What follows belongs to an exercise in optimizing a design on an open flow for small area, a short achievable clock period and few clock cycles per item; a production flow would make more cautious choices. In this exercise RTL edits were held to simulation tests only and were not proved equivalent to the original. The flow treats the clock pin as an ideal source, which a real chip does not have.

==> flow/design.v (excerpt) <==
module mips(input wire clk,
            input wire reset,
            input wire [31:0] i_inst_rdata,
            input wire [31:0] m_data_rdata,
            output wire [31:0] i_inst_addr,
            output wire [31:0] m_data_addr,
            output wire [31:0] m_data_wdata,
            output wire [3:0] m_data_byteen,
            output wire [31:0] m_inst_addr,
            output wire w_grf_we,
            output wire [4:0] w_grf_addr,
            output wire [31:0] w_grf_wdata,
            output wire [31:0] w_inst_addr
        );
clock: 100.0 ns
lec_check: 0
cap_margin: 20
core_margin: 2
core_utilization: 65
cts_cluster_diameter: 70
cts_cluster_size: 22
slew_margin: 20
synth_hierarchical: 1
synth_minimum_keep_size: 0
standard.sh (not shown) runs the stock make flow with config.mk's settings and CLKGATE_MAP_FILE= SYNTH_SCRIPT=/design/flow/synth_recipe.tcl, a recipe that flattens the netlist after the stock synthesis.
==> flow/flow/run.sh <==
#!/bin/bash
# Layout flow: the standard ORFS flow (standard.sh, with its synthesis unchanged), with these
# changes to how the layout is made:
#  - the port buffers are sky130_fd_sc_hd__buf_1 instead of the delay cells that buffer_ports
#    picks by default (repair may upsize them);
#  - timing repair aims at a setup slack margin, so that it works on the paths that set the
#    achieved period (the clock period less the worst slack) instead of stopping at zero slack;
set -euo pipefail
HERE=$(pwd)
MARGIN=78.6
bash standard.sh "BUFFER_PORTS_ARGS=-buffer_cell sky130_fd_sc_hd__buf_1" \
    "SETUP_SLACK_MARGIN=$MARGIN" "POST_CTS_TCL=$HERE/flow/post_cts.tcl" finish > flow_make.log 2>&1
==> flow/flow/post_cts.tcl <==
# Area recovery after CTS: downsize cells (recover_power), then repair setup again to the
# same slack margin the flow uses, then legalize. Delay cells are kept out of both steps.
set_dont_use [get_lib_cells {*/sky130_fd_sc_hd__clkdlybuf* */sky130_fd_sc_hd__dlygate* */sky130_fd_sc_hd__dlymetal* */sky130_fd_sc_hd__dlyb*}]
log_cmd estimate_parasitics -placement
log_cmd repair_timing -recover_power 100 -verbose
log_cmd repair_timing -setup -setup_margin $::env(SETUP_SLACK_MARGIN) -repair_tns 100 -verbose
log_cmd detailed_placement
check_placement -verbose
Testbench counts at the start, summed over its fixed seeds: cycles 183,109, programs 64.
Edit:
--- a/flow/design.v
+++ b/flow/design.v
@@ -523,13 +523,15 @@
                      (o_alui | o_load) ? rt :
                      o_jal ? 5'd31 : 5'd0;
     wire a_m = m_we & m_rd == rs;
     wire b_m = m_we & m_rd == rt;
     wire [31:0] va, vb;
     wire [31:0] m_wdata;
-    D_GRF grf(.clk(clk), .reset(reset),
+    reg rf_clr;
+    always @(posedge clk) rf_clr <= reset;
+    D_GRF grf(.clk(clk), .reset(rf_clr),
               .ra(rs), .rb(rt), .a_m(a_m), .b_m(b_m),
               .m_val(m_res), .qa(va), .qb(vb),
               .we(m_we), .wa(m_rd), .wd(m_wdata));
     wire md_busy, md_pend;
     wire [31:0] hi, lo;
     wire hi_neg, lo_neg;
@@ -622,14 +624,14 @@
     wire [1:0] ea = sum[1:0];
     wire [3:0] be = ~o_store ? 4'b0000 :
                     op[1] ? 4'b1111 :
                     op[0] ? (ea[1] ? 4'b1100 : 4'b0011) :
                     (4'b0001 << ea);
     wire [31:0] ldv;
-    ld_ext lm(.w(m_data_rdata), .ld(m_load & ~reset), .lt(m_lt), .ea(m_res[1:0]), .res(m_res),
-              .res_en(~m_load & ~reset), .y(m_wdata));
+    ld_ext lm(.w(m_data_rdata), .ld(m_load & ~rf_clr), .lt(m_lt), .ea(m_res[1:0]), .res(m_res),
+              .res_en(~m_load & ~rf_clr), .y(m_wdata));
     ld_ext #(0) lx(.w(m_data_rdata), .ld(xe), .lt({op[2], op[1:0] == 2'b01, op[1:0] == 2'b00}), .ea(ir[1:0]),
               .res(32'b0), .res_en(1'b0), .y(ldv));
     wire [31:2] pc_d;
     wire [10:0] irc_d;
     wire m_we_d, m_load_d, w_we_d;
     wire [3:0] m_be_d;
The changed run finished with timing, DRC and antenna clean.
Core utilization increases by 0.13 points.
Sequential share of layout area is about the same.
Worst setup slack gains 0.12 ns.
Clock-buffer cell count rose by 1.
Register-to-register slack gains 0.04 ns.
First-iteration DRC count went up by a few percent.
Hold slack is about the same.
Critical path depth goes up by 3.
Routed wire length goes down slightly.
Maximum frequency went up slightly.
Testbench counts after the change, summed over its fixed seeds: cycles 183,109, programs 64.

==> what the ideal ports hide <==
The flow's constraints put no driver on any port. The routed layouts listed below were extracted and timed again, unchanged, in two steps. Step 1, drivers: a clkbuf_16 drives clk and a buf_2 each remaining input, both assumed. Step 2 adds t to the input delays and takes it off the output delays; t is the mean of the earliest and latest rising clock arrival at the registers after step 1. Input paths then give back, and output paths get back, about the clock's delay inside the block. a / b / c = ideal / step 1 / step 2; a / b = the first two.
| run | t, ns | setup slack, ns | worst setup path at the end | worst register clock-pin slew, ns | worst slew at a driven data input, ns |
|---|---|---|---|---|---|
| the first run | 0.807 | 78.451 / 78.417 / 77.610 | input to register | 0.10 / 0.10 | 0.17 |
| the second run | 0.800 | 78.570 / 78.508 / 77.822 | input to register | 0.10 / 0.10 | 0.16 |
After both steps setup and hold are still met in every run listed. The setup slack of the first run, which loses most, moves by -0.034 ns with the drivers and by -0.841 ns with both steps.
